This is an optimization exercise on Yosys and OpenROAD, whose aim is small area, a short achievable clock period and few clock cycles per item, not a production implementation.
At most, simulation tests tie the RTL to the original design; equivalence was not proved.

## 12-27
// seg_plan
module seg_plan(clk,rst,start,ox,oy,oz,dx,dy,dz,mod,v_con,n,
                done,dirx,diry,dirz,disx,disy,disz,vx,vy,vz);
For scale: about 160 flip-flops, ~190 I/O pins, roughly 0.022 mm² of cells after synthesis.
clock: 100.0 ns
lec_check: 0
cap_margin: 20
core_margin: 2
core_utilization: 40
slew_margin: 20
standard.sh (not shown) runs the stock make flow with config.mk's settings and CLKGATE_MAP_FILE= SYNTH_SCRIPT=/design/flow/synth_recipe.tcl, a recipe that flattens the netlist after the stock synthesis.
==> flow/flow/run.sh <==
#!/bin/bash
# The standard layout, with the port buffers made from buf_1 cells
# (ORFS's default picks clkdlybuf4s50_1, a larger and slower delay cell).
export BUFFER_PORTS_ARGS="-buffer_cell sky130_fd_sc_hd__buf_1"
bash standard.sh > standard.log 2>&1
Testbench counts of 12-27, summed over its fixed seeds: cycles 20,867, items 4,800.
Input-level comparison between 10-07 and 12-27:
--- a/flow/design.v
+++ b/flow/design.v
@@ -1,11 +1,11 @@
 `timescale 1ns / 1ps
 module seg_plan(clk,rst,start,ox,oy,oz,dx,dy,dz,mod,v_con,n,
                 done,dirx,diry,dirz,disx,disy,disz,vx,vy,vz);
-parameter S = 7;                   
+parameter S = 9;                   
 localparam K = (26 + S - 1) / S;   
 parameter KMIN = K - 1;            
 input clk;
 input rst;
 input start;
 input [10:0] ox,oy,dx,dy;
 input [8:0] oz,dz;
@@ -13,15 +13,15 @@
 input [3:0] v_con;
 input [3:0] n;
 output reg done;
 output reg dirx,diry,dirz;
 output [10:0] disx,disy;
 output [8:0] disz;
 output reg [25:0] vx,vy,vz;
-reg [10:0] ax,ay,bx,by;
+reg [10:0] ax,ay,bx;
 reg [8:0] az,bz;
 reg m_r;
 reg [3:0] s_r;
 reg minx,miny,needz_r;
 reg setup;
 reg [2:0] cnt;
 assign disx=ax;
@@ -56,15 +56,15 @@
 assign vv[11]=(sel==5'd4)|(sel==5'd5)|(sel==5'd8)|(sel==5'd9)|(sel==5'd13)|(sel==5'd14)|(sel==5'd15)|(sel==5'd16)|(sel==5'd19)|(sel==5'd20)|(sel==5'd23)|(sel==5'd24)|(sel==5'd25)|(sel==5'd28)|(sel==5'd29);
 assign vv[12]=(sel==5'd0)|(sel==5'd2)|(sel==5'd4)|(sel==5'd8)|(sel==5'd9)|(sel==5'd10)|(sel==5'd11)|(sel==5'd12)|(sel==5'd16)|(sel==5'd17)|(sel==5'd19)|(sel==5'd22)|(sel==5'd24)|(sel==5'd27)|(sel==5'd29)|(sel==5'd30);
 assign vv[13]=(sel==5'd0)|(sel==5'd1)|(sel==5'd4)|(sel==5'd5)|(sel==5'd6)|(sel==5'd7)|(sel==5'd16)|(sel==5'd18)|(sel==5'd19)|(sel==5'd21)|(sel==5'd22)|(sel==5'd25)|(sel==5'd28)|(sel==5'd29)|(sel==5'd31);
 assign vv[14]=(sel==5'd0)|(sel==5'd1)|(sel==5'd2)|(sel==5'd3)|(sel==5'd20)|(sel==5'd21)|(sel==5'd22)|(sel==5'd26)|(sel==5'd27)|(sel==5'd28)|(sel==5'd29);
 assign vv[15]=(sel==5'd23)|(sel==5'd24)|(sel==5'd25)|(sel==5'd26)|(sel==5'd27)|(sel==5'd28)|(sel==5'd29);
 assign vv[16]=(sel==5'd16)|(sel==5'd30)|(sel==5'd31);
 wire [11:0] ux={1'b0,ax}-{1'b0,bx};
-wire [11:0] uy={1'b0,ay}-{1'b0,by};
+wire [11:0] uy={1'b0,ay}-{1'b0,vy[10:0]};
 wire [9:0] uz={1'b0,az}-{1'b0,bz};
 wire dirx_t=ux[11];
 wire diry_t=uy[11];
 wire dirz_t=uz[9];
 wire [10:0] disx_t=(ux[10:0]^{11{dirx_t}})+dirx_t;
 wire [10:0] disy_t=(uy[10:0]^{11{diry_t}})+diry_t;
 wire [8:0] disz_t=(uz[8:0]^{9{dirz_t}})+dirz_t;
@@ -133,28 +133,29 @@
         t={r,b};
         u={1'b0,t}-{2'b0,d};
         rstepz[9]=~u[10];
         rstepz[8:0]=u[10]?t[8:0]:u[8:0];
     end
 endfunction
 wire last=(cnt==1);
+wire [10:0] dxy=minx?ax:ay;    
 wire [25:0] qxy=vx;
 reg [10:0] rxy_n;
 reg [8:0] rz_n;
 reg [S-1:0] qlo_xy,qlo_z;
 reg [11:0] sxy;
 reg [9:0] sz;
 integer i;
 always @(*)
 begin
     rxy_n=bx;
     rz_n=bz;
     for(i=0;i<S;i=i+1)
     begin
-        sxy=rstep(rxy_n,qxy[25-i],by);
+        sxy=rstep(rxy_n,qxy[25-i],dxy);
         rxy_n=sxy[10:0];
         qlo_xy[S-1-i]=sxy[11];
         sz=rstepz(rz_n,vz[25-i],az);
         rz_n=sz[8:0];
         qlo_z[S-1-i]=sz[9];
     end
 end
@@ -187,28 +188,26 @@
 begin
     if(!busy)
     begin
         ax<=ox;
         ay<=oy;
         az<=oz;
         bx<=dx;
-        by<=dy;
         bz<=dz;
         m_r<=mod;
         s_r<=mod?n:v_con;
     end
     else if(setup)
     begin
         dirx<=dirx_t;
         diry<=diry_t;
         dirz<=dirz_t;
         ax<=disx_t;
         ay<=disy_t;
         az<=disz_t;
-        by<=mn;
         bx<=r0xy;
         bz<=r0z;
         minx<=needx&&!bigx;
         miny<=needx&&bigx;
         needz_r<=needz;
     end
     else
@@ -222,14 +221,16 @@
         vy<={9'd0,vv};
         vz<=needz?d0:26'd10000;
     end
     else
     begin
         vx<=(last?minx:(minx||miny))?qxy_n:{9'd0,vv};
         vy<=(last&&miny)?qxy_n:{9'd0,vv};
+        if(!busy)
+            vy[10:0]<=dy;
         vz<=needz_r?qz_n:26'd10000;
     end
 end
 always @(posedge clk)
 begin
     if(rst)
     begin
Notes after the runs:
- Compared with 12-27, in 10-07 flip-flop and latch count has decreased, final critical delay including setup and external delays rose 6.07 ns.
- 10-07 vs. 12-27: count of non-CTS buffers in the layout moved up, total length of routed met2 wires up about 1.5%, floorplan die area +8.7%.
- Final core utilization (lower): 10-07
- 12-27 -> 10-07: fraction of registers with async set or reset after synthesis delta 0, exact match
- On layout multi-input combinational cell count, the higher figure sits with 10-07, not 12-27.
- When 10-07 is measured against 12-27, its number of different library cells in the post-synthesis netlist turns out 1 higher.
- Taking 10-07 over 12-27, the net count of the finished layout ratio works out to 1.11.
- For maximum frequency, dividing the value from 12-27 by the value from 10-07 gives 1.3.
Only the layout flow was run in 10-07; the RTL was not checked for function there.

afterwards: timing with drivers on the ports:
No port has a modelled driver above. Below, the same layouts with a new extraction and two added sets of constraints. Step 1: set_driving_cell puts a clkbuf_16 on clk and a buf_2 on each other input, an assumption about the parent block. Step 2 times the ports against the registers' clock, not the clock port: input delays grow and output delays shrink by t, the midpoint of the rising clock arrivals with the driver on. a / b / c = no drivers / after step 1 / after step 2; a / b = the first two.
run	t, ns	slack for setup (ns)	worst register clock-pin slew, ns	cell pins on the clock port's net
12-27	0.550	78.602 / 78.548 / 79.055	0.09 / 0.09	1
10-07	0.529	72.534 / 72.534 / 72.534	0.08 / 0.08	1
After both steps every run listed still meets setup and hold.
